Source: an optimization exercise on an open RTL-to-GDS flow (aim: small area). Production flows keep margins and buffers that such runs may drop. In this exercise RTL edits were held to simulation tests only and were not proved equivalent to the original. Power and IR drop assume default switching activity.

==> wip/willow <==
==> flow/design.v (excerpt) <==
module mario(clk, reset, key_valid, key_code, key_is_down, coin_display, sprite_addr, sprite1_data, sprite2_data, hsync, vsync, rgb, seg, an);
  input clk;
  wire clk;
  input reset;
  wire reset;
  input key_valid;
  wire key_valid;
  input [8:0] key_code;
  wire [8:0] key_code;
  input key_is_down;
  wire key_is_down;
  input coin_display;
  wire coin_display;
  output [13:0] sprite_addr;
  wire [13:0] sprite_addr;
  input [11:0] sprite1_data;
  wire [11:0] sprite1_data;
  input [11:0] sprite2_data;
  wire [11:0] sprite2_data;
  output hsync;
  wire hsync;
  output vsync;
  wire vsync;
  output [11:0] rgb;
  reg [11:0] rgb;
  output [6:0] seg;
  reg [6:0] seg;
  output [3:0] an;
  wire [3:0] an;
  wire [6:0] n0000;
  wire n0001;
  wire n0002;
  wire n0003;
  wire n0004;
  wire n0005;
  wire n0006;
  wire n0007;
  wire n0008;
  wire n0009;
  wire n0010;
  wire n0011;
  wire n0012;
  wire n0013;
  wire n0014;
  wire n0015;
  wire n0016;
  wire n0017;
  wire n0018;
  wire n0019;
  wire n0020;
  wire n0021;
  wire n0022;
  wire n0023;
  wire n0024;
  wire n0025;
  wire n0026;
  wire n0027;
  wire n0028;
  wire n0029;
  wire n0030;
  wire n0031;
  wire n0032;
  wire n0033;
  wire n0034;
  wire n0035;
  wire n0036;
  wire n0037;
  wire n0038;
  wire n0039;
  wire n0040;
  wire n0041;
  wire n0042;
  wire n0043;
  wire n0044;
  wire n0045;
  wire n0046;
  wire n0047;
  wire n0048;
  wire n0049;
  wire n0050;
  wire n0051;
  wire n0052;
  wire n0053;
  wire n0054;
  wire n0055;
  wire n0056;
  wire n0057;
  wire n0058;
  wire n0059;
  wire n0060;
  wire n0061;
  wire n0062;
  wire n0063;
  wire n0064;
  wire n0065;
  wire n0066;
  wire n0067;
  wire n0068;
  wire n0069;
  wire n0070;
  wire n0071;
  wire n0072;
  wire n0073;
  wire n0074;
  wire n0075;
  wire n0076;
  wire n0077;
  wire n0078;
  wire n0079;
  wire n0080;
  wire n0081;
  wire n0082;
  wire n0083;
  wire n0084;
  wire n0085;
  wire n0086;
  wire n0087;
  wire n0088;
  wire n0089;
  wire n0090;
  wire n0091;
  wire n0092;
  wire n0093;
  wire n0094;
  wire n0095;
  wire n0096;
  ...
export LEC_CHECK = 0
export ABC_AREA = 1
export CAP_MARGIN = 20
export CORE_MARGIN = 2
export CORE_UTILIZATION = 40
export SLEW_MARGIN = 20
export SYNTH_MEMORY_MAX_BITS = 16384
create_clock -name core_clock -period 30.0 [get_ports {clk}]
standard.sh (not shown) runs the stock make flow with config.mk's settings and CLKGATE_MAP_FILE= SYNTH_SCRIPT=/design/flow/synth_recipe.tcl, a recipe that flattens the netlist after the stock synthesis.
==> flow/flow/run.sh <==
#!/bin/bash
# Own layout flow: the standard flow (standard.sh) with three changes.
#  1. After the standard synthesis, the logic between the registers is mapped
#     again by ABC for area (remap.tcl); registers, their names and cell types
#     are kept as the standard synthesis made them.
#  2. The port buffers that global placement inserts use the smallest buffer.
#  3. CTS builds the clock tree from clkbuf_8 cells and inserts no dummy loads.
# Each tool writes its full output to a log here (synth.log, remap.log,
# layout.log) besides ORFS's own logs under orfs/logs/.
set -euo pipefail
export BUFFER_PORTS_ARGS="-buffer_cell sky130_fd_sc_hd__buf_1"
export CTS_ARGS="-sink_clustering_enable -sink_clustering_size 30 -sink_clustering_max_diameter 150 -repair_clock_nets -dont_use_dummy_load -buf_list sky130_fd_sc_hd__clkbuf_8"
RES=orfs/results/${FLOW_PLATFORM}/mario/base
bash standard.sh synth > synth.log 2>&1
cp $RES/1_2_yosys.v std_1_2_yosys.v
"$FLOW_HOME/../tools/install/yosys/bin/yosys" -c flow/remap.tcl > remap.log 2>&1
cp remapped.v $RES/1_2_yosys.v
bash standard.sh > layout.log 2>&1
Other scripts of this flow, unchanged in this note and not shown: flow/flow/dont_use.txt, flow/flow/remap.tcl, flow/flow/seq_stub.v
==> wip/sierra (differences from wip/willow) <==
--- a/flow/flow/run.sh
+++ b/flow/flow/run.sh
@@ -10,5 +10,5 @@
 set -euo pipefail
 export BUFFER_PORTS_ARGS="-buffer_cell sky130_fd_sc_hd__buf_1"
-export CTS_ARGS="-sink_clustering_enable -sink_clustering_size 30 -sink_clustering_max_diameter 150 -repair_clock_nets -dont_use_dummy_load -buf_list sky130_fd_sc_hd__clkbuf_8"
+export CTS_ARGS="-sink_clustering_enable -repair_clock_nets -dont_use_dummy_load -buf_list sky130_fd_sc_hd__clkbuf_8"
 RES=orfs/results/${FLOW_PLATFORM}/mario/base
 bash standard.sh synth > synth.log 2>&1
Settings changed: CAP_MARGIN 20 to 0, CORE_UTILIZATION 40 to 55, SLEW_MARGIN 20 to 0.
==> run summary <==
In sequential power, wip/willow and wip/sierra hardly differ. Synthesized area is the same in wip/sierra and wip/willow. Between wip/sierra and wip/willow, the lower via count is in wip/willow (gap 1.7%, measured against wip/willow). In sequential cell count, wip/sierra and wip/willow do not differ. Of wip/willow and wip/sierra, wip/sierra has the higher sequential share of layout area (gap 0.45 points). Clock-buffer cell count is the same in wip/sierra and wip/willow. Against wip/willow, the die area of wip/sierra is lower by 27%. Against wip/willow, the final cell count of wip/sierra is lower by 5.5%. In maximum frequency, wip/sierra and wip/willow hardly differ. Between wip/willow and wip/sierra, the lower clock skew is in wip/sierra (gap 0.0014 ns).

port drivers added, routing unchanged:
Ports are ideal in the flow. The routed layouts listed here were re-timed in OpenROAD.
Step 1, drivers: a clkbuf_16 drives clk and a buf_2 each remaining input, both assumed.
Step 2 also shifts input and output timing later by t, the mid clock arrival at the registers, as if the neighbouring blocks saw the same clock.
Slacks: ideal / step 1 / step 2; pairs: ideal / step 1.
run	t, ns	setup slack, ns	worst slew at a driven data input, ns
wip/willow	0.473	21.385 / 21.349 / 21.246	0.04
wip/sierra	0.479	21.376 / 21.338 / 21.236	0.03
After both steps every run listed still meets setup and hold. For wip/sierra, which loses most, drivers alone change the setup slack by -0.038 ns; drivers and shift together by -0.140 ns.
